Context: an optimization exercise on an open-source flow, tuned for small area, a short achievable clock period and few clock cycles per item. The choices shown serve that exercise and are no tape-out recipe.
Function was checked by simulation only, so behaviour that the tests miss may differ from the original.

### design/flow/config.mk
export PLATFORM = sky130hd
export DESIGN_NAME = ahb_lite_fir_filter
export DESIGN_NICKNAME = ahb_lite_fir_filter
export VERILOG_FILES = /design/flow/design.v
export SDC_FILE = /design/flow/constraint.sdc
export NUM_CORES = 4
export LEC_CHECK = 0
export CAP_MARGIN = 20
export CORE_MARGIN = 2
export CORE_UTILIZATION = 40
export SETUP_SLACK_MARGIN = 4.5
export SLEW_MARGIN = 20
### design/flow/constraint.sdc
create_clock -name core_clock -period 11.0 [get_ports {clk}]
set_input_delay 2.2000 -clock core_clock [delete_from_list [all_inputs] [get_ports {clk}]]
set_output_delay 2.2000 -clock core_clock [all_outputs]
set_load 0.01 [all_outputs]
### design/flow/design.v
module mul_csa (
  input  wire [15:0] x,
  input  wire [8:0]  one,
  input  wire [8:0]  two,
  input  wire [7:0]  neg,
  output wire [30:0] a,
  output wire [30:0] b
);
  wire pp0_0 = ((one[0] & x[0])) ^ neg[0];
  wire pp0_1 = ((one[0] & x[1]) | (two[0] & x[0])) ^ neg[0];
  wire pp0_2 = ((one[0] & x[2]) | (two[0] & x[1])) ^ neg[0];
  wire pp0_3 = ((one[0] & x[3]) | (two[0] & x[2])) ^ neg[0];
  wire pp0_4 = ((one[0] & x[4]) | (two[0] & x[3])) ^ neg[0];
  wire pp0_5 = ((one[0] & x[5]) | (two[0] & x[4])) ^ neg[0];
  wire pp0_6 = ((one[0] & x[6]) | (two[0] & x[5])) ^ neg[0];
  wire pp0_7 = ((one[0] & x[7]) | (two[0] & x[6])) ^ neg[0];
  wire pp0_8 = ((one[0] & x[8]) | (two[0] & x[7])) ^ neg[0];
  wire pp0_9 = ((one[0] & x[9]) | (two[0] & x[8])) ^ neg[0];
  wire pp0_10 = ((one[0] & x[10]) | (two[0] & x[9])) ^ neg[0];
  wire pp0_11 = ((one[0] & x[11]) | (two[0] & x[10])) ^ neg[0];
  wire pp0_12 = ((one[0] & x[12]) | (two[0] & x[11])) ^ neg[0];
  wire pp0_13 = ((one[0] & x[13]) | (two[0] & x[12])) ^ neg[0];
  wire pp0_14 = ((one[0] & x[14]) | (two[0] & x[13])) ^ neg[0];
  wire pp0_15 = ((one[0] & x[15]) | (two[0] & x[14])) ^ neg[0];
  wire pp0_16 = ((two[0] & x[15])) ^ neg[0];
  wire ns0 = ~neg[0];
  wire pp1_0 = ((one[1] & x[0])) ^ neg[1];
  wire pp1_1 = ((one[1] & x[1]) | (two[1] & x[0])) ^ neg[1];
  wire pp1_2 = ((one[1] & x[2]) | (two[1] & x[1])) ^ neg[1];
  wire pp1_3 = ((one[1] & x[3]) | (two[1] & x[2])) ^ neg[1];
  wire pp1_4 = ((one[1] & x[4]) | (two[1] & x[3])) ^ neg[1];
  wire pp1_5 = ((one[1] & x[5]) | (two[1] & x[4])) ^ neg[1];
  wire pp1_6 = ((one[1] & x[6]) | (two[1] & x[5])) ^ neg[1];
  wire pp1_7 = ((one[1] & x[7]) | (two[1] & x[6])) ^ neg[1];
  wire pp1_8 = ((one[1] & x[8]) | (two[1] & x[7])) ^ neg[1];
  wire pp1_9 = ((one[1] & x[9]) | (two[1] & x[8])) ^ neg[1];
  wire pp1_10 = ((one[1] & x[10]) | (two[1] & x[9])) ^ neg[1];
  wire pp1_11 = ((one[1] & x[11]) | (two[1] & x[10])) ^ neg[1];
  wire pp1_12 = ((one[1] & x[12]) | (two[1] & x[11])) ^ neg[1];
  wire pp1_13 = ((one[1] & x[13]) | (two[1] & x[12])) ^ neg[1];
  wire pp1_14 = ((one[1] & x[14]) | (two[1] & x[13])) ^ neg[1];
  wire pp1_15 = ((one[1] & x[15]) | (two[1] & x[14])) ^ neg[1];
  wire pp1_16 = ((two[1] & x[15])) ^ neg[1];
  wire ns1 = ~neg[1];
  wire pp2_0 = ((one[2] & x[0])) ^ neg[2];
  wire pp2_1 = ((one[2] & x[1]) | (two[2] & x[0])) ^ neg[2];
  wire pp2_2 = ((one[2] & x[2]) | (two[2] & x[1])) ^ neg[2];
  wire pp2_3 = ((one[2] & x[3]) | (two[2] & x[2])) ^ neg[2];
  wire pp2_4 = ((one[2] & x[4]) | (two[2] & x[3])) ^ neg[2];
  wire pp2_5 = ((one[2] & x[5]) | (two[2] & x[4])) ^ neg[2];
  wire pp2_6 = ((one[2] & x[6]) | (two[2] & x[5])) ^ neg[2];
  wire pp2_7 = ((one[2] & x[7]) | (two[2] & x[6])) ^ neg[2];
  wire pp2_8 = ((one[2] & x[8]) | (two[2] & x[7])) ^ neg[2];
  wire pp2_9 = ((one[2] & x[9]) | (two[2] & x[8])) ^ neg[2];
  wire pp2_10 = ((one[2] & x[10]) | (two[2] & x[9])) ^ neg[2];
  wire pp2_11 = ((one[2] & x[11]) | (two[2] & x[10])) ^ neg[2];
  wire pp2_12 = ((one[2] & x[12]) | (two[2] & x[11])) ^ neg[2];
  wire pp2_13 = ((one[2] & x[13]) | (two[2] & x[12])) ^ neg[2];
  wire pp2_14 = ((one[2] & x[14]) | (two[2] & x[13])) ^ neg[2];
  wire pp2_15 = ((one[2] & x[15]) | (two[2] & x[14])) ^ neg[2];
  wire pp2_16 = ((two[2] & x[15])) ^ neg[2];
  wire ns2 = ~neg[2];
  wire pp3_0 = ((one[3] & x[0])) ^ neg[3];
  wire pp3_1 = ((one[3] & x[1]) | (two[3] & x[0])) ^ neg[3];
  wire pp3_2 = ((one[3] & x[2]) | (two[3] & x[1])) ^ neg[3];
  wire pp3_3 = ((one[3] & x[3]) | (two[3] & x[2])) ^ neg[3];
  wire pp3_4 = ((one[3] & x[4]) | (two[3] & x[3])) ^ neg[3];
  wire pp3_5 = ((one[3] & x[5]) | (two[3] & x[4])) ^ neg[3];
  wire pp3_6 = ((one[3] & x[6]) | (two[3] & x[5])) ^ neg[3];
  wire pp3_7 = ((one[3] & x[7]) | (two[3] & x[6])) ^ neg[3];
  wire pp3_8 = ((one[3] & x[8]) | (two[3] & x[7])) ^ neg[3];
  wire pp3_9 = ((one[3] & x[9]) | (two[3] & x[8])) ^ neg[3];
  wire pp3_10 = ((one[3] & x[10]) | (two[3] & x[9])) ^ neg[3];
  wire pp3_11 = ((one[3] & x[11]) | (two[3] & x[10])) ^ neg[3];
  wire pp3_12 = ((one[3] & x[12]) | (two[3] & x[11])) ^ neg[3];
  wire pp3_13 = ((one[3] & x[13]) | (two[3] & x[12])) ^ neg[3];
  wire pp3_14 = ((one[3] & x[14]) | (two[3] & x[13])) ^ neg[3];
  wire pp3_15 = ((one[3] & x[15]) | (two[3] & x[14])) ^ neg[3];
  wire pp3_16 = ((two[3] & x[15])) ^ neg[3];
  wire ns3 = ~neg[3];
  wire pp4_0 = ((one[4] & x[0])) ^ neg[4];
  wire pp4_1 = ((one[4] & x[1]) | (two[4] & x[0])) ^ neg[4];
  wire pp4_2 = ((one[4] & x[2]) | (two[4] & x[1])) ^ neg[4];
  wire pp4_3 = ((one[4] & x[3]) | (two[4] & x[2])) ^ neg[4];
  wire pp4_4 = ((one[4] & x[4]) | (two[4] & x[3])) ^ neg[4];
  wire pp4_5 = ((one[4] & x[5]) | (two[4] & x[4])) ^ neg[4];
  wire pp4_6 = ((one[4] & x[6]) | (two[4] & x[5])) ^ neg[4];
  wire pp4_7 = ((one[4] & x[7]) | (two[4] & x[6])) ^ neg[4];
  wire pp4_8 = ((one[4] & x[8]) | (two[4] & x[7])) ^ neg[4];
  wire pp4_9 = ((one[4] & x[9]) | (two[4] & x[8])) ^ neg[4];
  wire pp4_10 = ((one[4] & x[10]) | (two[4] & x[9])) ^ neg[4];
  wire pp4_11 = ((one[4] & x[11]) | (two[4] & x[10])) ^ neg[4];
  wire pp4_12 = ((one[4] & x[12]) | (two[4] & x[11])) ^ neg[4];
  wire pp4_13 = ((one[4] & x[13]) | (two[4] & x[12])) ^ neg[4];
  wire pp4_14 = ((one[4] & x[14]) | (two[4] & x[13])) ^ neg[4];
  wire pp4_15 = ((one[4] & x[15]) | (two[4] & x[14])) ^ neg[4];
  wire pp4_16 = ((two[4] & x[15])) ^ neg[4];
  wire ns4 = ~neg[4];
  wire pp5_0 = ((one[5] & x[0])) ^ neg[5];
  wire pp5_1 = ((one[5] & x[1]) | (two[5] & x[0])) ^ neg[5];
  wire pp5_2 = ((one[5] & x[2]) | (two[5] & x[1])) ^ neg[5];
  wire pp5_3 = ((one[5] & x[3]) | (two[5] & x[2])) ^ neg[5];
  wire pp5_4 = ((one[5] & x[4]) | (two[5] & x[3])) ^ neg[5];
  wire pp5_5 = ((one[5] & x[5]) | (two[5] & x[4])) ^ neg[5];
  wire pp5_6 = ((one[5] & x[6]) | (two[5] & x[5])) ^ neg[5];
  wire pp5_7 = ((one[5] & x[7]) | (two[5] & x[6])) ^ neg[5];
  wire pp5_8 = ((one[5] & x[8]) | (two[5] & x[7])) ^ neg[5];
  wire pp5_9 = ((one[5] & x[9]) | (two[5] & x[8])) ^ neg[5];
  wire pp5_10 = ((one[5] & x[10]) | (two[5] & x[9])) ^ neg[5];
  wire pp5_11 = ((one[5] & x[11]) | (two[5] & x[10])) ^ neg[5];
  wire pp5_12 = ((one[5] & x[12]) | (two[5] & x[11])) ^ neg[5];
  wire pp5_13 = ((one[5] & x[13]) | (two[5] & x[12])) ^ neg[5];
  wire pp5_14 = ((one[5] & x[14]) | (two[5] & x[13])) ^ neg[5];
  wire pp5_15 = ((one[5] & x[15]) | (two[5] & x[14])) ^ neg[5];
  wire pp5_16 = ((two[5] & x[15])) ^ neg[5];
  wire ns5 = ~neg[5];
  wire pp6_0 = ((one[6] & x[0])) ^ neg[6];
  wire pp6_1 = ((one[6] & x[1]) | (two[6] & x[0])) ^ neg[6];
  wire pp6_2 = ((one[6] & x[2]) | (two[6] & x[1])) ^ neg[6];
  wire pp6_3 = ((one[6] & x[3]) | (two[6] & x[2])) ^ neg[6];
  wire pp6_4 = ((one[6] & x[4]) | (two[6] & x[3])) ^ neg[6];
  wire pp6_5 = ((one[6] & x[5]) | (two[6] & x[4])) ^ neg[6];
  wire pp6_6 = ((one[6] & x[6]) | (two[6] & x[5])) ^ neg[6];
  wire pp6_7 = ((one[6] & x[7]) | (two[6] & x[6])) ^ neg[6];
  wire pp6_8 = ((one[6] & x[8]) | (two[6] & x[7])) ^ neg[6];
  wire pp6_9 = ((one[6] & x[9]) | (two[6] & x[8])) ^ neg[6];
  wire pp6_10 = ((one[6] & x[10]) | (two[6] & x[9])) ^ neg[6];
  wire pp6_11 = ((one[6] & x[11]) | (two[6] & x[10])) ^ neg[6];
  wire pp6_12 = ((one[6] & x[12]) | (two[6] & x[11])) ^ neg[6];
  wire pp6_13 = ((one[6] & x[13]) | (two[6] & x[12])) ^ neg[6];
  wire pp6_14 = ((one[6] & x[14]) | (two[6] & x[13])) ^ neg[6];
  wire pp6_15 = ((one[6] & x[15]) | (two[6] & x[14])) ^ neg[6];
  wire pp6_16 = ((two[6] & x[15])) ^ neg[6];
  wire ns6 = ~neg[6];
  wire pp7_0 = ((one[7] & x[0])) ^ neg[7];
  wire pp7_1 = ((one[7] & x[1]) | (two[7] & x[0])) ^ neg[7];
  wire pp7_2 = ((one[7] & x[2]) | (two[7] & x[1])) ^ neg[7];
  wire pp7_3 = ((one[7] & x[3]) | (two[7] & x[2])) ^ neg[7];
  wire pp7_4 = ((one[7] & x[4]) | (two[7] & x[3])) ^ neg[7];
  wire pp7_5 = ((one[7] & x[5]) | (two[7] & x[4])) ^ neg[7];
  wire pp7_6 = ((one[7] & x[6]) | (two[7] & x[5])) ^ neg[7];
  wire pp7_7 = ((one[7] & x[7]) | (two[7] & x[6])) ^ neg[7];
  wire pp7_8 = ((one[7] & x[8]) | (two[7] & x[7])) ^ neg[7];
  wire pp7_9 = ((one[7] & x[9]) | (two[7] & x[8])) ^ neg[7];
  wire pp7_10 = ((one[7] & x[10]) | (two[7] & x[9])) ^ neg[7];
  wire pp7_11 = ((one[7] & x[11]) | (two[7] & x[10])) ^ neg[7];
  wire pp7_12 = ((one[7] & x[12]) | (two[7] & x[11])) ^ neg[7];
  wire pp7_13 = ((one[7] & x[13]) | (two[7] & x[12])) ^ neg[7];
  wire pp7_14 = ((one[7] & x[14]) | (two[7] & x[13])) ^ neg[7];
  wire pp7_15 = ((one[7] & x[15]) | (two[7] & x[14])) ^ neg[7];
  wire pp7_16 = ((two[7] & x[15])) ^ neg[7];
  wire ns7 = ~neg[7];
  wire pp8_0 = one[8] & x[0];
  wire pp8_1 = one[8] & x[1];
  wire pp8_2 = one[8] & x[2];
  wire pp8_3 = one[8] & x[3];
  wire pp8_4 = one[8] & x[4];
  wire pp8_5 = one[8] & x[5];
  wire pp8_6 = one[8] & x[6];
  wire pp8_7 = one[8] & x[7];
  wire pp8_8 = one[8] & x[8];
  wire pp8_9 = one[8] & x[9];
  wire pp8_10 = one[8] & x[10];
  wire pp8_11 = one[8] & x[11];
  wire pp8_12 = one[8] & x[12];
  wire pp8_13 = one[8] & x[13];
  wire pp8_14 = one[8] & x[14];
  wire pp8_15 = one[8] & x[15];
  wire s1 = pp0_10 ^ pp1_8;
  wire c2 = pp0_10 & pp1_8;
  wire s3 = pp0_11 ^ pp1_9;
  wire c4 = pp0_11 & pp1_9;
  wire s5 = pp0_12 ^ pp1_10 ^ pp2_8;
  wire c6 = (pp0_12 & pp1_10) | (pp2_8 & (pp0_12 ^ pp1_10));
  wire s7 = pp3_6 ^ pp4_4;
  wire c8 = pp3_6 & pp4_4;
  wire s9 = pp0_13 ^ pp1_11 ^ pp2_9;
  wire c10 = (pp0_13 & pp1_11) | (pp2_9 & (pp0_13 ^ pp1_11));
  wire s11 = pp3_7 ^ pp4_5;
  wire c12 = pp3_7 & pp4_5;
  wire s13 = pp0_14 ^ pp1_12 ^ pp2_10;
  wire c14 = (pp0_14 & pp1_12) | (pp2_10 & (pp0_14 ^ pp1_12));
  wire s15 = pp3_8 ^ pp4_6 ^ pp5_4;
  wire c16 = (pp3_8 & pp4_6) | (pp5_4 & (pp3_8 ^ pp4_6));
  wire s17 = pp6_2 ^ pp7_0;
  wire c18 = pp6_2 & pp7_0;
  wire s19 = pp0_15 ^ pp1_13 ^ pp2_11;
  wire c20 = (pp0_15 & pp1_13) | (pp2_11 & (pp0_15 ^ pp1_13));
  wire s21 = pp3_9 ^ pp4_7 ^ pp5_5;
  wire c22 = (pp3_9 & pp4_7) | (pp5_5 & (pp3_9 ^ pp4_7));
  wire s23 = pp6_3 ^ pp7_1;
  wire c24 = pp6_3 & pp7_1;
  wire s25 = pp0_16 ^ pp1_14 ^ pp2_12;
  wire c26 = (pp0_16 & pp1_14) | (pp2_12 & (pp0_16 ^ pp1_14));
  wire s27 = pp3_10 ^ pp4_8 ^ pp5_6;
  wire c28 = (pp3_10 & pp4_8) | (pp5_6 & (pp3_10 ^ pp4_8));
  wire s29 = pp6_4 ^ pp7_2 ^ pp8_0;
  wire c30 = (pp6_4 & pp7_2) | (pp8_0 & (pp6_4 ^ pp7_2));
  wire s31 = neg[0] ^ pp1_15 ^ pp2_13;
  wire c32 = (neg[0] & pp1_15) | (pp2_13 & (neg[0] ^ pp1_15));
  wire s33 = pp3_11 ^ pp4_9 ^ pp5_7;
  wire c34 = (pp3_11 & pp4_9) | (pp5_7 & (pp3_11 ^ pp4_9));
  wire s35 = pp6_5 ^ pp7_3 ^ pp8_1;
  wire c36 = (pp6_5 & pp7_3) | (pp8_1 & (pp6_5 ^ pp7_3));
  wire s37 = neg[0] ^ pp1_16 ^ pp2_14;
  wire c38 = (neg[0] & pp1_16) | (pp2_14 & (neg[0] ^ pp1_16));
  wire s39 = pp3_12 ^ pp4_10 ^ pp5_8;
  wire c40 = (pp3_12 & pp4_10) | (pp5_8 & (pp3_12 ^ pp4_10));
  wire s41 = pp6_6 ^ pp7_4 ^ pp8_2;
  wire c42 = (pp6_6 & pp7_4) | (pp8_2 & (pp6_6 ^ pp7_4));
  wire s43 = ns0 ^ ns1 ^ pp2_15;
  wire c44 = (ns0 & ns1) | (pp2_15 & (ns0 ^ ns1));
  wire s45 = pp3_13 ^ pp4_11 ^ pp5_9;
  wire c46 = (pp3_13 & pp4_11) | (pp5_9 & (pp3_13 ^ pp4_11));
  wire s47 = pp6_7 ^ pp7_5 ^ pp8_3;
  wire c48 = (pp6_7 & pp7_5) | (pp8_3 & (pp6_7 ^ pp7_5));
  wire s49 = 1'b1 ^ pp2_16 ^ pp3_14;
  wire c50 = (1'b1 & pp2_16) | (pp3_14 & (1'b1 ^ pp2_16));
  wire s51 = pp4_12 ^ pp5_10 ^ pp6_8;
  wire c52 = (pp4_12 & pp5_10) | (pp6_8 & (pp4_12 ^ pp5_10));
  wire s53 = pp7_6 ^ pp8_4;
  wire c54 = pp7_6 & pp8_4;
  wire s55 = ns2 ^ pp3_15 ^ pp4_13;
  wire c56 = (ns2 & pp3_15) | (pp4_13 & (ns2 ^ pp3_15));
  wire s57 = pp5_11 ^ pp6_9 ^ pp7_7;
  wire c58 = (pp5_11 & pp6_9) | (pp7_7 & (pp5_11 ^ pp6_9));
  wire s59 = 1'b1 ^ pp3_16 ^ pp4_14;
  wire c60 = (1'b1 & pp3_16) | (pp4_14 & (1'b1 ^ pp3_16));
  wire s61 = pp5_12 ^ pp6_10;
  wire c62 = pp5_12 & pp6_10;
  wire s63 = ns3 ^ pp4_15 ^ pp5_13;
  wire c64 = (ns3 & pp4_15) | (pp5_13 & (ns3 ^ pp4_15));
  wire s65 = 1'b1 ^ pp4_16;
  wire c66 = 1'b1 & pp4_16;
  wire s67 = pp0_6 ^ pp1_4;
  wire c68 = pp0_6 & pp1_4;
  wire s69 = pp0_7 ^ pp1_5;
  wire c70 = pp0_7 & pp1_5;
  wire s71 = pp0_8 ^ pp1_6 ^ pp2_4;
  wire c72 = (pp0_8 & pp1_6) | (pp2_4 & (pp0_8 ^ pp1_6));
  wire s73 = pp3_2 ^ pp4_0;
  wire c74 = pp3_2 & pp4_0;
  wire s75 = pp0_9 ^ pp1_7 ^ pp2_5;
  wire c76 = (pp0_9 & pp1_7) | (pp2_5 & (pp0_9 ^ pp1_7));
  wire s77 = pp3_3 ^ pp4_1;
  wire c78 = pp3_3 & pp4_1;
  wire s79 = pp2_6 ^ pp3_4 ^ pp4_2;
  wire c80 = (pp2_6 & pp3_4) | (pp4_2 & (pp2_6 ^ pp3_4));
  wire s81 = pp5_0 ^ neg[5] ^ s1;
  wire c82 = (pp5_0 & neg[5]) | (s1 & (pp5_0 ^ neg[5]));
  wire s83 = pp2_7 ^ pp3_5 ^ pp4_3;
  wire c84 = (pp2_7 & pp3_5) | (pp4_3 & (pp2_7 ^ pp3_5));
  wire s85 = pp5_1 ^ c2 ^ s3;
  wire c86 = (pp5_1 & c2) | (s3 & (pp5_1 ^ c2));
  wire s87 = pp5_2 ^ pp6_0 ^ neg[6];
  wire c88 = (pp5_2 & pp6_0) | (neg[6] & (pp5_2 ^ pp6_0));
  wire s89 = c4 ^ s5 ^ s7;
  wire c90 = (c4 & s5) | (s7 & (c4 ^ s5));
  wire s91 = pp5_3 ^ pp6_1 ^ c6;
  wire c92 = (pp5_3 & pp6_1) | (c6 & (pp5_3 ^ pp6_1));
  wire s93 = c8 ^ s9 ^ s11;
  wire c94 = (c8 & s9) | (s11 & (c8 ^ s9));
  wire s95 = neg[7] ^ c10 ^ c12;
  wire c96 = (neg[7] & c10) | (c12 & (neg[7] ^ c10));
  wire s97 = s13 ^ s15 ^ s17;
  wire c98 = (s13 & s15) | (s17 & (s13 ^ s15));
  wire s99 = c14 ^ c16 ^ c18;
  wire c100 = (c14 & c16) | (c18 & (c14 ^ c16));
  wire s101 = s19 ^ s21 ^ s23;
  wire c102 = (s19 & s21) | (s23 & (s19 ^ s21));
  wire s103 = c20 ^ c22 ^ c24;
  wire c104 = (c20 & c22) | (c24 & (c20 ^ c22));
  wire s105 = s25 ^ s27 ^ s29;
  wire c106 = (s25 & s27) | (s29 & (s25 ^ s27));
  wire s107 = c26 ^ c28 ^ c30;
  wire c108 = (c26 & c28) | (c30 & (c26 ^ c28));
  wire s109 = s31 ^ s33 ^ s35;
  wire c110 = (s31 & s33) | (s35 & (s31 ^ s33));
  wire s111 = c32 ^ c34 ^ c36;
  wire c112 = (c32 & c34) | (c36 & (c32 ^ c34));
  wire s113 = s37 ^ s39 ^ s41;
  wire c114 = (s37 & s39) | (s41 & (s37 ^ s39));
  wire s115 = c38 ^ c40 ^ c42;
  wire c116 = (c38 & c40) | (c42 & (c38 ^ c40));
  wire s117 = s43 ^ s45 ^ s47;
  wire c118 = (s43 & s45) | (s47 & (s43 ^ s45));
  wire s119 = c44 ^ c46 ^ c48;
  wire c120 = (c44 & c46) | (c48 & (c44 ^ c46));
  wire s121 = s49 ^ s51 ^ s53;
  wire c122 = (s49 & s51) | (s53 & (s49 ^ s51));
  wire s123 = pp8_5 ^ c50 ^ c52;
  wire c124 = (pp8_5 & c50) | (c52 & (pp8_5 ^ c50));
  wire s125 = c54 ^ s55 ^ s57;
  wire c126 = (c54 & s55) | (s57 & (c54 ^ s55));
  wire s127 = pp7_8 ^ pp8_6 ^ c56;
  wire c128 = (pp7_8 & pp8_6) | (c56 & (pp7_8 ^ pp8_6));
  wire s129 = c58 ^ s59 ^ s61;
  wire c130 = (c58 & s59) | (s61 & (c58 ^ s59));
  wire s131 = pp6_11 ^ pp7_9 ^ pp8_7;
  wire c132 = (pp6_11 & pp7_9) | (pp8_7 & (pp6_11 ^ pp7_9));
  wire s133 = c60 ^ c62 ^ s63;
  wire c134 = (c60 & c62) | (s63 & (c60 ^ c62));
  wire s135 = pp5_14 ^ pp6_12 ^ pp7_10;
  wire c136 = (pp5_14 & pp6_12) | (pp7_10 & (pp5_14 ^ pp6_12));
  wire s137 = pp8_8 ^ c64 ^ s65;
  wire c138 = (pp8_8 & c64) | (s65 & (pp8_8 ^ c64));
  wire s139 = ns4 ^ pp5_15 ^ pp6_13;
  wire c140 = (ns4 & pp5_15) | (pp6_13 & (ns4 ^ pp5_15));
  wire s141 = pp7_11 ^ pp8_9 ^ c66;
  wire c142 = (pp7_11 & pp8_9) | (c66 & (pp7_11 ^ pp8_9));
  wire s143 = 1'b1 ^ pp5_16 ^ pp6_14;
  wire c144 = (1'b1 & pp5_16) | (pp6_14 & (1'b1 ^ pp5_16));
  wire s145 = pp7_12 ^ pp8_10;
  wire c146 = pp7_12 & pp8_10;
  wire s147 = ns5 ^ pp6_15 ^ pp7_13;
  wire c148 = (ns5 & pp6_15) | (pp7_13 & (ns5 ^ pp6_15));
  wire s149 = 1'b1 ^ pp6_16;
  wire c150 = 1'b1 & pp6_16;
  wire s151 = pp0_4 ^ pp1_2;
  wire c152 = pp0_4 & pp1_2;
  wire s153 = pp0_5 ^ pp1_3;
  wire c154 = pp0_5 & pp1_3;
  wire s155 = pp2_2 ^ pp3_0 ^ neg[3];
  wire c156 = (pp2_2 & pp3_0) | (neg[3] & (pp2_2 ^ pp3_0));
  wire s157 = pp2_3 ^ pp3_1 ^ c68;
  wire c158 = (pp2_3 & pp3_1) | (c68 & (pp2_3 ^ pp3_1));
  wire s159 = neg[4] ^ c70 ^ s71;
  wire c160 = (neg[4] & c70) | (s71 & (neg[4] ^ c70));
  wire s161 = c72 ^ c74 ^ s75;
  wire c162 = (c72 & c74) | (s75 & (c72 ^ c74));
  wire s163 = c76 ^ c78 ^ s79;
  wire c164 = (c76 & c78) | (s79 & (c76 ^ c78));
  wire s165 = c80 ^ c82 ^ s83;
  wire c166 = (c80 & c82) | (s83 & (c80 ^ c82));
  wire s167 = c84 ^ c86 ^ s87;
  wire c168 = (c84 & c86) | (s87 & (c84 ^ c86));
  wire s169 = c88 ^ c90 ^ s91;
  wire c170 = (c88 & c90) | (s91 & (c88 ^ c90));
  wire s171 = c92 ^ c94 ^ s95;
  wire c172 = (c92 & c94) | (s95 & (c92 ^ c94));
  wire s173 = c96 ^ c98 ^ s99;
  wire c174 = (c96 & c98) | (s99 & (c96 ^ c98));
  wire s175 = c100 ^ c102 ^ s103;
  wire c176 = (c100 & c102) | (s103 & (c100 ^ c102));
  wire s177 = c104 ^ c106 ^ s107;
  wire c178 = (c104 & c106) | (s107 & (c104 ^ c106));
  wire s179 = c108 ^ c110 ^ s111;
  wire c180 = (c108 & c110) | (s111 & (c108 ^ c110));
  wire s181 = c112 ^ c114 ^ s115;
  wire c182 = (c112 & c114) | (s115 & (c112 ^ c114));
  wire s183 = c116 ^ c118 ^ s119;
  wire c184 = (c116 & c118) | (s119 & (c116 ^ c118));
  wire s185 = c120 ^ c122 ^ s123;
  wire c186 = (c120 & c122) | (s123 & (c120 ^ c122));
  wire s187 = c124 ^ c126 ^ s127;
  wire c188 = (c124 & c126) | (s127 & (c124 ^ c126));
  wire s189 = c128 ^ c130 ^ s131;
  wire c190 = (c128 & c130) | (s131 & (c128 ^ c130));
  wire s191 = c132 ^ c134 ^ s135;
  wire c192 = (c132 & c134) | (s135 & (c132 ^ c134));
  wire s193 = c136 ^ c138 ^ s139;
  wire c194 = (c136 & c138) | (s139 & (c136 ^ c138));
  wire s195 = c140 ^ c142 ^ s143;
  wire c196 = (c140 & c142) | (s143 & (c140 ^ c142));
  wire s197 = pp8_11 ^ c144 ^ c146;
  wire c198 = (pp8_11 & c144) | (c146 & (pp8_11 ^ c144));
  wire s199 = pp7_14 ^ pp8_12 ^ c148;
  wire c200 = (pp7_14 & pp8_12) | (c148 & (pp7_14 ^ pp8_12));
  wire s201 = ns6 ^ pp7_15 ^ pp8_13;
  wire c202 = (ns6 & pp7_15) | (pp8_13 & (ns6 ^ pp7_15));
  wire s203 = 1'b1 ^ pp7_16;
  wire c204 = 1'b1 & pp7_16;
  wire s205 = pp0_2 ^ pp1_0;
  wire c206 = pp0_2 & pp1_0;
  wire s207 = pp0_3 ^ pp1_1;
  wire c208 = pp0_3 & pp1_1;
  wire s209 = pp2_0 ^ neg[2] ^ s151;
  wire c210 = (pp2_0 & neg[2]) | (s151 & (pp2_0 ^ neg[2]));
  wire s211 = pp2_1 ^ c152 ^ s153;
  wire c212 = (pp2_1 & c152) | (s153 & (pp2_1 ^ c152));
  wire s213 = s67 ^ c154 ^ s155;
  wire c214 = (s67 & c154) | (s155 & (s67 ^ c154));
  wire s215 = s69 ^ c156 ^ s157;
  wire c216 = (s69 & c156) | (s157 & (s69 ^ c156));
  wire s217 = s73 ^ c158 ^ s159;
  wire c218 = (s73 & c158) | (s159 & (s73 ^ c158));
  wire s219 = s77 ^ c160 ^ s161;
  wire c220 = (s77 & c160) | (s161 & (s77 ^ c160));
  wire s221 = s81 ^ c162 ^ s163;
  wire c222 = (s81 & c162) | (s163 & (s81 ^ c162));
  wire s223 = s85 ^ c164 ^ s165;
  wire c224 = (s85 & c164) | (s165 & (s85 ^ c164));
  wire s225 = s89 ^ c166 ^ s167;
  wire c226 = (s89 & c166) | (s167 & (s89 ^ c166));
  wire s227 = s93 ^ c168 ^ s169;
  wire c228 = (s93 & c168) | (s169 & (s93 ^ c168));
  wire s229 = s97 ^ c170 ^ s171;
  wire c230 = (s97 & c170) | (s171 & (s97 ^ c170));
  wire s231 = s101 ^ c172 ^ s173;
  wire c232 = (s101 & c172) | (s173 & (s101 ^ c172));
  wire s233 = s105 ^ c174 ^ s175;
  wire c234 = (s105 & c174) | (s175 & (s105 ^ c174));
  wire s235 = s109 ^ c176 ^ s177;
  wire c236 = (s109 & c176) | (s177 & (s109 ^ c176));
  wire s237 = s113 ^ c178 ^ s179;
  wire c238 = (s113 & c178) | (s179 & (s113 ^ c178));
  wire s239 = s117 ^ c180 ^ s181;
  wire c240 = (s117 & c180) | (s181 & (s117 ^ c180));
  wire s241 = s121 ^ c182 ^ s183;
  wire c242 = (s121 & c182) | (s183 & (s121 ^ c182));
  wire s243 = s125 ^ c184 ^ s185;
  wire c244 = (s125 & c184) | (s185 & (s125 ^ c184));
  wire s245 = s129 ^ c186 ^ s187;
  wire c246 = (s129 & c186) | (s187 & (s129 ^ c186));
  wire s247 = s133 ^ c188 ^ s189;
  wire c248 = (s133 & c188) | (s189 & (s133 ^ c188));
  wire s249 = s137 ^ c190 ^ s191;
  wire c250 = (s137 & c190) | (s191 & (s137 ^ c190));
  wire s251 = s141 ^ c192 ^ s193;
  wire c252 = (s141 & c192) | (s193 & (s141 ^ c192));
  wire s253 = s145 ^ c194 ^ s195;
  wire c254 = (s145 & c194) | (s195 & (s145 ^ c194));
  wire s255 = s147 ^ c196 ^ s197;
  wire c256 = (s147 & c196) | (s197 & (s147 ^ c196));
  wire s257 = s149 ^ c198 ^ s199;
  wire c258 = (s149 & c198) | (s199 & (s149 ^ c198));
  wire s259 = c150 ^ c200 ^ s201;
  wire c260 = (c150 & c200) | (s201 & (c150 ^ c200));
  wire s261 = pp8_14 ^ c202 ^ s203;
  wire c262 = (pp8_14 & c202) | (s203 & (pp8_14 ^ c202));
  assign a[0] = pp0_0;
  assign b[0] = neg[0];
  assign a[1] = pp0_1;
  assign b[1] = 1'b0;
  assign a[2] = neg[1];
  assign b[2] = s205;
  assign a[3] = c206;
  assign b[3] = s207;
  assign a[4] = c208;
  assign b[4] = s209;
  assign a[5] = c210;
  assign b[5] = s211;
  assign a[6] = c212;
  assign b[6] = s213;
  assign a[7] = c214;
  assign b[7] = s215;
  assign a[8] = c216;
  assign b[8] = s217;
  assign a[9] = c218;
  assign b[9] = s219;
  assign a[10] = c220;
  assign b[10] = s221;
  assign a[11] = c222;
  assign b[11] = s223;
  assign a[12] = c224;
  assign b[12] = s225;
  assign a[13] = c226;
  assign b[13] = s227;
  assign a[14] = c228;
  assign b[14] = s229;
  assign a[15] = c230;
  assign b[15] = s231;
  assign a[16] = c232;
  assign b[16] = s233;
  assign a[17] = c234;
  assign b[17] = s235;
  assign a[18] = c236;
  assign b[18] = s237;
  assign a[19] = c238;
  assign b[19] = s239;
  assign a[20] = c240;
  assign b[20] = s241;
  assign a[21] = c242;
  assign b[21] = s243;
  assign a[22] = c244;
  assign b[22] = s245;
  assign a[23] = c246;
  assign b[23] = s247;
  assign a[24] = c248;
  assign b[24] = s249;
  assign a[25] = c250;
  assign b[25] = s251;
  assign a[26] = c252;
  assign b[26] = s253;
  assign a[27] = c254;
  assign b[27] = s255;
  assign a[28] = c256;
  assign b[28] = s257;
  assign a[29] = c258;
  assign b[29] = s259;
  assign a[30] = c260;
  assign b[30] = s261;
endmodule
module booth_enc (
    input  wire [15:0] c,
    output wire [8:0]  one,
    output wire [8:0]  two,
    output wire [7:0]  neg
);
    wire [18:0] ce = {2'b00, c, 1'b0};
    genvar j;
    generate
        for (j = 0; j < 9; j = j + 1) begin : g
            wire b2 = ce[2*j+2];
            wire b1 = ce[2*j+1];
            wire b0 = ce[2*j];
            assign one[j] = b1 ^ b0;
            assign two[j] = (b2 & ~b1 & ~b0) | (~b2 & b1 & b0);
            if (j < 8) begin : gn
                assign neg[j] = b2;
            end
        end
    endgenerate
endmodule
module ahb_lite_fir_filter (
    input  wire        clk,
    input  wire        n_rst,
    input  wire        hsel,
    input  wire [3:0]  haddr,
    input  wire        hsize,
    input  wire [1:0]  htrans,
    input  wire        hwrite,
    input  wire [15:0] hwdata,
    output reg  [15:0] hrdata,
    output reg         hresp
);
    wire xfer = hsel & (htrans != 2'b00);
    always @(*) begin
        hresp = 1'b0;
        if (xfer) begin
            if (hwrite) hresp = (haddr[3:2] == 2'b00) | (haddr == 4'd15);
            else        hresp = (haddr == 4'd15);
        end
    end
    wire wr_ok = xfer & hwrite & (haddr[3:2] != 2'b00) & (haddr != 4'd15);
    reg        wv;           
    reg [3:0]  wa;
    reg        ws;
    reg [3:0]  ra;           
    reg        rs;
    always @(posedge clk, negedge n_rst) begin
        if (!n_rst) wv <= 1'b0;
        else        wv <= wr_ok;
    end
    always @(posedge clk) begin
        wa <= haddr;
        ws <= hsize;
        ra <= haddr;
        rs <= hsize;
    end
    wire w_lo  = ws | ~wa[0];
    wire w_hi  = ws | wa[0];
    wire s_wr  = wv & (wa[3:1] == 3'd2);               
    wire ld    = wv & (wa == 4'd14) & hwdata[0];       
    wire [3:0] f_wr;
    assign f_wr[0] = wv & (wa[3:1] == 3'd3);
    assign f_wr[1] = wv & (wa[3:1] == 3'd4);
    assign f_wr[2] = wv & (wa[3:1] == 3'd5);
    assign f_wr[3] = wv & (wa[3:1] == 3'd6);
    reg [15:0] F0, F1, F2, F3;       
    reg [15:0] C0, C1, C2, C3;       
    reg [15:0] S, H1, H2;            
    reg [15:0] result;
    reg        err;
    wire hw_lo = s_wr & w_lo;
    wire hw_hi = s_wr & w_hi;
    always @(posedge clk, negedge n_rst) begin
        if (!n_rst) begin
            F0 <= 16'd0; F1 <= 16'd0; F2 <= 16'd0; F3 <= 16'd0;
        end else begin
            if (f_wr[0] & w_lo) F0[7:0]  <= hwdata[7:0];
            if (f_wr[0] & w_hi) F0[15:8] <= hwdata[15:8];
            if (f_wr[1] & w_lo) F1[7:0]  <= hwdata[7:0];
            if (f_wr[1] & w_hi) F1[15:8] <= hwdata[15:8];
            if (f_wr[2] & w_lo) F2[7:0]  <= hwdata[7:0];
            if (f_wr[2] & w_hi) F2[15:8] <= hwdata[15:8];
            if (f_wr[3] & w_lo) F3[7:0]  <= hwdata[7:0];
            if (f_wr[3] & w_hi) F3[15:8] <= hwdata[15:8];
        end
    end
    always @(posedge clk, negedge n_rst) begin
        if (!n_rst) begin
            C0 <= 16'd0; C1 <= 16'd0; C2 <= 16'd0; C3 <= 16'd0;
        end else if (ld) begin
            C0 <= F0; C1 <= F1; C2 <= F2; C3 <= F3;
        end
    end
    localparam J_IDLE = 3'd0, J_L3 = 3'd1, J_L2 = 3'd2, J_W2 = 3'd3, J_T1 = 3'd4;
    localparam T_NONE = 3'd0, T_P0 = 3'd1, T_L3 = 3'd2, T_L2 = 3'd3, T_W2 = 3'd4, T_T1 = 3'd5;
    reg        pend;         
    reg        acc_ok;       
    reg [2:0]  jq;           
    reg        shifted;      
    reg        msh;          
    reg [1:0]  mbk;          
    reg [2:0]  tag;          
    reg [17:0] ACC;          
    reg [15:0] M3;           
    wire complete_now = pend & acc_ok & (tag == T_P0);
    wire sh    = shifted & ~complete_now;
    wire [2:0] jq_eff = complete_now ? J_W2 : jq;
    wire step  = ~s_wr & (jq_eff != J_IDLE);
    wire [15:0] age0 = sh ? H1 : S;
    wire [15:0] age1 = sh ? H2 : H1;
    reg  [15:0] xo;          
    reg  [15:0] ca;
    reg  [2:0]  tag_n;
    always @(*) begin
        xo = S; ca = C0; tag_n = T_P0;
        if (step) begin
            case (jq_eff)
                J_L3:    begin xo = H2;   ca = C3; tag_n = T_L3; end
                J_L2:    begin xo = age1; ca = C2; tag_n = T_L2; end
                J_W2:    begin xo = age1; ca = C2; tag_n = T_W2; end
                default: begin xo = age0; ca = C1; tag_n = T_T1; end
            endcase
        end
        if (ld) tag_n = T_NONE;
    end
    wire [15:0] xa = {hw_hi ? hwdata[15:8] : xo[15:8], hw_lo ? hwdata[7:0] : xo[7:0]};
    wire [8:0] a_one, a_two;
    wire [7:0] a_neg;
    booth_enc ENCA (.c(ca), .one(a_one), .two(a_two), .neg(a_neg));
    wire [30:0] ma_a, ma_b;
    mul_csa MA (.x(xa), .one(a_one), .two(a_two), .neg(a_neg), .a(ma_a), .b(ma_b));
    reg [30:0] pa, pb;
    always @(posedge clk) begin
        pa <= ma_a;
        pb <= ma_b;
    end
    wire [31:0] U   = {1'b0, pa} + {1'b0, pb};
    wire [15:0] T   = U[30:15];
    wire        w   = U[31];
    wire [15:0] lo  = {1'b0, pa[14:0]} + {1'b0, pb[14:0]};
    wire        cin = lo[15];
    wire [15:0] ph  = pa[30:15];
    wire [15:0] qh  = pb[30:15];
    wire [15:0] nk  = ~ACC[15:0];
    wire [16:0] sv  = {1'b0, ph ^ qh ^ nk};
    wire [16:0] cv  = {(ph & qh) | (ph & nk) | (qh & nk), 1'b0};
    wire [18:0] R2  = {1'b0, sv, cin} + {1'b0, cv, 1'b1};
    wire [17:0] R   = R2[18:1];
    wire ovf3  = ~ACC[17] & ACC[16];
    wire err4  = ACC[17] & (w ? R[17] : (R[17] | R[16]));
    wire err_n = ovf3 | err4;
    wire [17:0] acc4 = ACC - {2'b00, T};
    wire [15:0] res_n = acc4[17] ? (~acc4[15:0] + 16'd1) : acc4[15:0];
    wire        mb_act = (mbk != 2'd3);
    wire [1:0]  mb_c   = mbk;
    wire [18:0] c3e    = {2'b00, C3, 1'b0};
    reg  [6:0]  cw;
    always @(*) begin
        case (mb_c)
            2'd0:    cw = c3e[6:0];
            2'd1:    cw = c3e[12:6];
            default: cw = c3e[18:12];
        endcase
    end
    wire [15:0] xm = msh ? H2 : H1;
    reg  [2:0]  mneg, mone, mtwo;
    integer q;
    always @(*) begin
        for (q = 0; q < 3; q = q + 1) begin
            mone[q] = cw[2*q+1] ^ cw[2*q];
            mtwo[q] = (cw[2*q+2] & ~cw[2*q+1] & ~cw[2*q]) | (~cw[2*q+2] & cw[2*q+1] & cw[2*q]);
            mneg[q] = cw[2*q+2];
        end
    end
    wire [16:0] mg0 = ({17{mone[0]}} & {1'b0, xm}) | ({17{mtwo[0]}} & {xm, 1'b0});
    wire [16:0] mg1 = ({17{mone[1]}} & {1'b0, xm}) | ({17{mtwo[1]}} & {xm, 1'b0});
    wire [16:0] mg2 = ({17{mone[2]}} & {1'b0, xm}) | ({17{mtwo[2]}} & {xm, 1'b0});
    reg         mbp;                 
    reg  [20:0] mbacc;
    wire [26:0] r0 = {{8{mneg[0]}}, mg0 ^ {17{mneg[0]}}, 1'b0, (mb_c != 2'd0) & mbp};
    wire [26:0] r1 = {{6{mneg[1]}}, mg1 ^ {17{mneg[1]}}, 1'b0, mneg[0], 2'b00};
    wire [26:0] r2 = {{4{mneg[2]}}, mg2 ^ {17{mneg[2]}}, 1'b0, mneg[1], 4'b0000};
    wire [26:0] r3 = (mb_c == 2'd0) ? 27'd0 : {{6{mbacc[20]}}, mbacc};
    wire [26:0] k1s = r0 ^ r1 ^ r2;
    wire [26:0] k1c = {((r0 & r1) | (r0 & r2) | (r1 & r2)), 1'b0};
    wire [26:0] k2s = k1s ^ k1c ^ r3;
    wire [26:0] k2c = {((k1s & k1c) | (k1s & r3) | (k1c & r3)), 1'b0};
    wire [26:0] mbsum = k2s + k2c;
    always @(posedge clk) begin
        if (mb_act) begin
            mbacc <= mbsum[26:6];
            mbp   <= mneg[2];
        end
    end
    reg [2:0] jq_n;
    always @(*) begin
        if (step) begin
            case (jq_eff)
                J_L3:    jq_n = J_L2;
                J_L2:    jq_n = J_T1;
                J_W2:    jq_n = J_T1;
                default: jq_n = J_IDLE;
            endcase
        end else begin
            jq_n = jq_eff;
        end
    end
    always @(posedge clk) begin
        if (tag == T_L3)      ACC <= {2'b00, T};
        else if (tag == T_L2) ACC <= ACC - {2'b00, T};
        else if (tag == T_W2) ACC <= {2'b00, M3} - {2'b00, T};
        else if (tag == T_T1) ACC <= ACC + {2'b00, T};
        if (mb_act && mb_c == 2'd2) M3 <= mbsum[20:5];
    end
    always @(posedge clk, negedge n_rst) begin
        if (!n_rst) begin
            S <= 16'd0; H1 <= 16'd0; H2 <= 16'd0;
            result <= 16'd0; err <= 1'b0;
            pend <= 1'b0; acc_ok <= 1'b0;
            jq <= J_L3; shifted <= 1'b0; msh <= 1'b0; mbk <= 2'd0; tag <= T_NONE;
        end else begin
            tag <= tag_n;
            if (s_wr) begin
                S  <= xa;
                H1 <= S;
                H2 <= H1;
                pend <= 1'b1;
            end
            if (complete_now) begin
                err <= err_n;
                result <= res_n;
                pend <= 1'b0;
            end
            if (complete_now) acc_ok <= 1'b0;
            else if (tag == T_T1) acc_ok <= 1'b1;
            jq <= jq_n;
            if (complete_now)  shifted <= 1'b0;
            else if (s_wr)     shifted <= 1'b1;
            if (complete_now)  msh <= 1'b0;
            else if (s_wr)     msh <= 1'b1;
            if (complete_now) mbk <= 2'd0;
            else if (mb_act)  mbk <= (mb_c == 2'd2) ? 2'd3 : mb_c + 2'd1;
            if (ld) begin
                err <= 1'b0;
                acc_ok <= 1'b0;
                jq <= J_L3;
                shifted <= 1'b0;
                msh <= 1'b0;
                mbk <= 2'd0;
            end
        end
    end
    wire busy_o = pend & ~complete_now;
    wire err_o  = complete_now ? err_n : err;
    reg [15:0] rv;
    always @(*) begin
        case (ra[3:1])
            3'd0:    rv = {7'd0, err_o, 7'd0, busy_o};
            3'd1:    rv = result;
            3'd2:    rv = S;
            3'd3:    rv = F0;
            3'd4:    rv = F1;
            3'd5:    rv = F2;
            3'd6:    rv = F3;
            default: rv = 16'd0;
        endcase
        hrdata[15:8] = (rs | ra[0])  ? rv[15:8] : 8'd0;
        hrdata[7:0]  = (rs | ~ra[0]) ? rv[7:0]  : 8'd0;
    end
endmodule
### design/flow/run.sh
#!/bin/bash
# synth_recipe.tcl (not shown) runs the flow's synth.tcl, then flattens the netlist and writes it again
# the make line also repeats each setting of config.mk as NAME=value (left out here)
make -C /OpenROAD-flow-scripts/flow DESIGN_CONFIG=/design/flow/config.mk WORK_HOME=/design/flow/orfs CLKGATE_MAP_FILE= SYNTH_SCRIPT=/design/flow/synth_recipe.tcl finish
==> flow_metrics.tcl, run 1 <==
set metrics [dict create \
    status "finished clean" \
    hold_end "C1[15]$_DFFE_PN0P_" \
    slew-limit-headroom_pct 19.2 \
    muxShareOfSynthArea_pct 6.55 \
    ys.flop_type "dfrtp_1" \
    clk_pin_slew_ns 0.07 \
    grt-ovfl-total 0 \
    cts_buffer_depth 3 \
    cap_violations 0 \
    htreeDepth 2 \
    cts_tree "built" \
    clock.fmax_ghz 0.159 \
    core_area_sq_um 73000 \
    arrival_ns 6.74 \
    multi_input_area_sq_um 19500 \
    grt_pass1_vias 24500 \
    num-fill-cells 7045 \
    place.gp.congestion 0.908 \
    hold_start "C1[15]$_DFFE_PN0P_" \
    gr-usage-all-layers_pct 25.5 \
    insertedDiodeCount 0 \
    whs_path_depth 1 \
    whs_ns 0.509 \
    final_core_util_pct 44.2 \
    start_util_pct 40.4 \
    cp_max_fo 33 \
    synth_top_family_by_area "compound AO/OA/AOI/OAI gates" \
    syn_to_final_growth_pct 9.50 \
    synth_top_area_share_pct 17.3 \
    r2r_slack_ns 4.71 \
    wl_per_cell_microns 22.8 \
    r2r_cells 16 \
    io_pins 44 \
    final_hold_viol_count 0 \
    drc 0 \
    yosysMostFrequentCell "o21ai_0" \
    place_hpwl_mm 71.1 \
    period_share_pct 57.2 \
    first_pass_iters 7 \
    grt_pass1_wl_mm 151 \
    synth.area.top_cells "dfrtp_1, fa_1, ha_1, mux2_2, o21ai_0" \
    synth_cell_type_count 87 \
    path_class "register to register" \
    cts_buffers 37 \
    viasPerCell 6.15 \
    final_nets 3673 \
    yosysSeqAreaShare_pct 27.5 \
    port_buffers 43 \
    async_flop_share_pct 62.7 \
    worstSkewPairLatency_ns 0.59 \
    maxSlewViolCount 0 \
    dieArea_sq_um 75800 \
    wl_met2_mm 43.0 \
    regToRegStartpoint "tag[0]$_DFF_PN0_" \
    synth_compound_area_share_pct 26.6 \
    required_ns 11.45 \
    synthTopCellsByCount "o21ai_0, a21oi_1, nand2_1" \
    yosys.area_share.adder_pct 17.1 \
    synth_nets 3787 \
    via_count 26600 \
    drive_above_1_share_pct 11.0 \
    synthCells 3454 \
    grt_antenna_before_repair 2 \
    seq_area_sq_um 8110 \
    skew_ns 0.0261 \
    met1_length_mm 42.4 \
    synth_xor_area_share_pct 2.97 \
    period_minus_slack_ns 6.29 \
    startpoint_type "register" \
    setup_viol 0 \
    top_layer "met5" \
    rsz0062_at_grt "true" \
    dr_wl_met3_mm 8.46 \
    synth_edf_count 54 \
    yosys.area_share.simple_pct 11.8 \
    ys_warn_count 1 \
    grt_max_degree 82 \
    tightest_slew_ns 1.21 \
    std_cell_rows 99 \
    ys_ff_latch 327 \
    cp-end-kind "register" \
    ctsRootBufferMaster "clkbuf_16" \
    syn_avg_cell_area_sq_um 8.53 \
    synth_top_area_cell "dfrtp_1" \
    finalSetupTns_ns 0 \
    die_height_microns 275 \
    reg2reg_to "pb[18]$_DFF_P_" \
    hold_path.class "register to register" \
    first_iter_violations 3212 \
    cts_sinks 327 \
    routed_wl_mm 98.8 \
    post_synth_instance_area_sq_um 29500 \
    ant_nets 0 \
    die_w_microns 275 \
]
[timing repair]
| action | in CTS | in global routing |
|---|---|---|
| hold buffers | 0 | 0 |
| gates resized for setup | 15 | 25 |
| setup endpoints to repair | 45 | 40 |
| pin swaps | 3 | 4 |
| buffers inserted | 6 | 0 |
| gates cloned | 0 | 2 |
[layout make-up]
class	instances	area share (%)
flip-flops and latches	327	25.2
inverters	285	3.34
repair buffers	113	3.17
well taps	959	3.72
repair inverters	1	0.0155
clock inverters	22	1.06
clock buffers	45	3.18
multi-input cells	2575	60.4
[cells by family after synthesis]
kind of cell | count (synthesis)
muxes | 174
DFF | 327
adders and majority gates | 308
and+or+nand+nor | 761
buffers and inverters | 553
AOI/OAI and AO/OA | 1231
xor gates and xnor gates | 100
[how the worst max path moves through the flow]
stage                             from                  end  slack (ns)  cells after the start
detailed placement    tag[0]$_DFF_PN0_       pb[24]$_DFF_P_        4.01                     17
CTS                   ACC[7]$_DFFE_PP_            hrdata[8]        4.39                     12
floorplan           mbk[0]$_DFFE_PN0P_  mbacc[19]$_DFFE_PP_        5.46                     23
finish                tag[0]$_DFF_PN0_       pb[18]$_DFF_P_        4.71                     16
global route          tag[0]$_DFF_PN0_       pb[18]$_DFF_P_        4.50                     18
global placement    mbk[0]$_DFFE_PN0P_  mbacc[16]$_DFFE_PP_        4.11                     24
[registers in the layout (all words and copies together) (netlist names), 18 cells and up]
register,count
pa,31
mbacc,21
pb,30
ACC,18
[layout by cell type (no fill, tap or decap), types with 18 or more instances in the layout]
| cell | n |
|---|---|
| nand3_1 | 48 |
| edfxtp_1 | 54 |
| and3_1 | 18 |
| a21oi_1 | 295 |
| a211oi_1 | 27 |
| ha_1 | 145 |
| clkbuf_16 | 38 |
| o22ai_1 | 123 |
| fa_1 | 160 |
| dfxtp_1 | 68 |
| nor2b_1 | 23 |
| a22oi_1 | 79 |
| nand2_1 | 292 |
| mux2_2 | 150 |
| nor2_1 | 178 |
| mux2i_1 | 23 |
| nor3_1 | 65 |
| o21ai_0 | 324 |
| o221ai_1 | 57 |
| dfrtp_1 | 204 |
| clkdlybuf4s50_1 | 41 |
| xor2_1 | 29 |
| nand2b_1 | 44 |
| a221oi_1 | 43 |
| o21a_1 | 20 |
| a21o_1 | 34 |
| a31oi_1 | 47 |
| xnor2_1 | 71 |
| buf_4 | 63 |
| inv_1 | 277 |
[critical path, stage by stage (launching register included)]
cell      delay [ns]
dfrtp_1         0.32
buf_4           0.35
nor4bb_1        0.35
buf_4           0.22
a21oi_2         0.07
buf_4           0.24
a21oi_2         0.72
mux2i_1         0.31
o21a_1          0.80
a31oi_1         0.16
o21ai_0         0.57
fa_1            0.58
fa_1            0.43
inv_1           0.08
fa_1            0.41
inv_1           0.09
fa_1            0.41
[per-layer routing]
layer / up-vias / track usage [%]
li1: 12300 / -
met4: 2 / 11.6
met3: 219 / 4.67
met2: 1298 / 38.4
met5: - / 0
met1: 12800 / 35.6
[per-stage QoR]
step,instances,area [sq um],worst slack [ns]
6_report,4327,32300,4.71
3_3_place_gp,4250,30600,4.11
4_1_cts,4323,32100,4.39
3_5_place_dp,4250,30600,4.01
5_1_grt,4327,32300,4.50
2_1_floorplan,3454,29500,5.46
Testbench counts, summed over its fixed seeds: cycles 4,880, samples 1,600.
==> run 2: changes to the inputs <==
--- a/design/flow/config.mk
+++ b/design/flow/config.mk
@@ -10,3 +10,2 @@
 export CORE_UTILIZATION = 40
-export SETUP_SLACK_MARGIN = 4.5
 export SLEW_MARGIN = 20
==> flow_metrics.tcl, run 2 <==
set metrics [dict create \
    period_share_pct 66.3 \
    synthTopCellsByCount "o21ai_0, a21oi_1, nand2_1" \
    synth_nets 3787 \
    final_cell_mix "o21ai_0, a21oi_1, nand2_1" \
    synthCells 3454 \
    grt_max_degree 82 \
    clock.fmax_ghz 0.137 \
    drive_above_1_share_pct 10.1 \
    cts_buffer_depth 3 \
    place_hpwl_mm 71.1 \
    dieArea_sq_um 75800 \
    final_hold_viol_count 0 \
    cap_violations 0 \
    port_buffers 43 \
    required_ns 8.80 \
    die_w_microns 275 \
    yosysSeqAreaShare_pct 27.5 \
    synth_xor_area_share_pct 2.97 \
    std_cell_rows 99 \
    cts_sinks 327 \
    ys_ff_latch 327 \
    num-fill-cells 7058 \
    yosys.area_share.simple_pct 11.8 \
    status "finished clean" \
    first_iter_violations 3154 \
    layout_commonest_cell "o21ai_0" \
    post_cts_buffers 0 \
    grt-ovfl-total 0 \
    r2r_slack_ns 3.82 \
    core_area_sq_um 73000 \
    gr-usage-all-layers_pct 25.5 \
    hold_start "C2[5]$_DFFE_PN0P_" \
    crit_path_max_incr_delay_ns 0.58 \
    ys.flop_type "dfrtp_1" \
    startpoint_type "register" \
    io_pins 44 \
    drc 0 \
    regToRegStartpoint "tag[0]$_DFF_PN0_" \
    path_class "register to output port" \
    grt_pass1_wl_mm 150 \
    routed_wl_mm 98.4 \
    htreeDepth 2 \
    clk_pin_slew_ns 0.07 \
    maxSlewViolCount 0 \
    skew_ns 0.0261 \
    finalSetupTns_ns 0 \
    ant_nets 0 \
    critPathLaunch "ACC[15]$_DFFE_PP_" \
    cts_resized 0 \
    arrival_ns 5.09 \
    place.gp.congestion 0.908 \
    grt_antenna_before_repair 2 \
    via_count 26700 \
    period_minus_slack_ns 7.29 \
    synth_top_family_by_area "compound AO/OA/AOI/OAI gates" \
    yosysMostFrequentCell "o21ai_0" \
    muxShareOfSynthArea_pct 6.55 \
    largest-register "pa" \
    synth_compound_area_share_pct 26.6 \
    top_regs "pa: 31 flops, pb: 30 flops, mbacc: 21 flops" \
    final_nets 3665 \
    final_core_util_pct 43.9 \
    setup_viol 0 \
    syn_avg_cell_area_sq_um 8.53 \
    ys_warn_count 1 \
    synth_top_area_share_pct 17.3 \
    synth.area.top_cells "dfrtp_1, fa_1, ha_1, mux2_2, o21ai_0" \
    cp_max_fo 4 \
    synth_top_area_cell "dfrtp_1" \
    ctsRootBufferMaster "clkbuf_16" \
    largest_reg_flops 31 \
    synth_edf_count 54 \
    cts_tree "built" \
    post_synth_instance_area_sq_um 29500 \
    tightest_slew_ns 1.20 \
    worst_path_most_repeated_cell "o21ai_0" \
    viasPerCell 6.19 \
    wl_per_cell_microns 22.8 \
    hold_path.class "register to register" \
    start_util_pct 40.4 \
    cp-end-kind "output port" \
    cts_buffers 37 \
    grt_pass1_vias 24400 \
    syn_to_final_growth_pct 8.78 \
    async_flop_share_pct 62.7 \
    first_pass_iters 6 \
    rsz0062_at_grt "false" \
    die_height_microns 275 \
    insertedDiodeCount 0 \
    path_cells "fa_1 > inv_1 > ha_1 > nand3_1 > nor4_1 > nand4_1 > o2111ai_1 > a31oi_1 > o21ai_0 > o21ai_0 > a21oi_1 > clkdlybuf4s50_1" \
    slowest_stage "fa_1" \
    hold_buffers 0 \
    synth_cell_type_count 87 \
    slew-limit-headroom_pct 19.7 \
    yosys.area_share.adder_pct 17.1 \
    worstSkewPairLatency_ns 0.59 \
]
-- run 2: cell types whose count changed in the layout (fill, tap and decap cells not counted), sizes merged --
cell	previous run	this run
inv	285	286
buf	70	64
clkdlybuf4s50	41	42
or2	12	11
dlymetal6s2s	1	0
clkinvlp	5	3
-- run 2: critical path: cells and delay by family, from the launching register on --
family                     cells  cell delay, ns
AOI/OAI and AO/OA              5            1.50
and+or+nand+nor                3            0.97
adders and majority gates      2            0.91
buffers and inverters          2            0.62
DFF                            1            0.50
-- run 2: final cells by class --
type / count / area (sq um) / share of cell area, %
Clock inverter: 22 / 342 / 1.07
Inverter: 285 / 1070 / 3.34
Tap cell: 959 / 1200 / 3.74
Multi-Input combinational cell: 2574 / 19300 / 60.4
Timing Repair Buffer: 107 / 947 / 2.96
Clock buffer: 45 / 1030 / 3.21
Sequential cell: 327 / 8110 / 25.3
-- run 2: final timing paths --
check                                endpoint  cells after the start
setup / recovery                    hrdata[8]                     12
hold / removal              C2[5]$_DFFE_PN0P_                      1
setup reg to reg               pb[21]$_DFF_P_                     18
hold reg to reg             C2[5]$_DFFE_PN0P_                      1
max in group asynchronous  mbk[1]$_DFFE_PN0P_                      2
min in group asynchronous   C1[6]$_DFFE_PN0P_                      1
-- run 2: kinds of logic after synthesis --
logic type               Yosys count
buffers and inverters            553
XOR/XNOR                         100
multiplexers                     174
AO/OA/AOI/OAI                   1231
AND/OR/NAND/NOR                  761
flip-flops                       327
adder cells (fa/ha/maj)          308
-- run 2: through the flow --
step / setup WS [ns] / hold slack, ns / instance area [sq um] / instances
3_3_place_gp: 4.11 / 0.490 / 30600 / 4250
6_report: 3.71 / 0.510 / 32000 / 4319
4_1_cts: 3.70 / 0.510 / 32000 / 4317
5_1_grt: 3.39 / 0.515 / 32000 / 4319
3_5_place_dp: 4.01 / 0.497 / 30600 / 4250
2_1_floorplan: 5.46 / 0.450 / 29500 / 3454
-- run 2: metal layers --
layer	vias to the layer above	track usage, %	routed length, microns
met2	1325	38.6	43000
met3	218	4.33	8640
li1	12300	-	-
met5	-	0	12
met4	2	11.1	4710
met1	12900	35.8	42100

-- what the ideal ports hide --
The results above use ideal ports. As a check the final layouts listed here were re-extracted and re-timed, cells and wires unchanged. Step 1, drivers: a clkbuf_16 drives clk and a buf_2 each remaining input, both assumed. Step 2 adds t to the input delays and takes it off the output delays; t is the mean of the earliest and latest rising clock arrival at the registers after step 1. Input paths then give back, and output paths get back, about the clock's delay inside the block. a / b / c = ideal ports / drivers / drivers and shift; a / b = the first two.
run	t (ns)	setup WS [ns]	worst setup path at the end
run 1	0.642	4.708 / 4.708 / 4.181	input to register
run 2	0.643	3.706 / 3.641 / 3.818	register to register
After both steps every run listed still meets setup and hold. The setup slack of run 1, which loses most, moves by 0.000 ns with the drivers and by -0.527 ns with both steps.
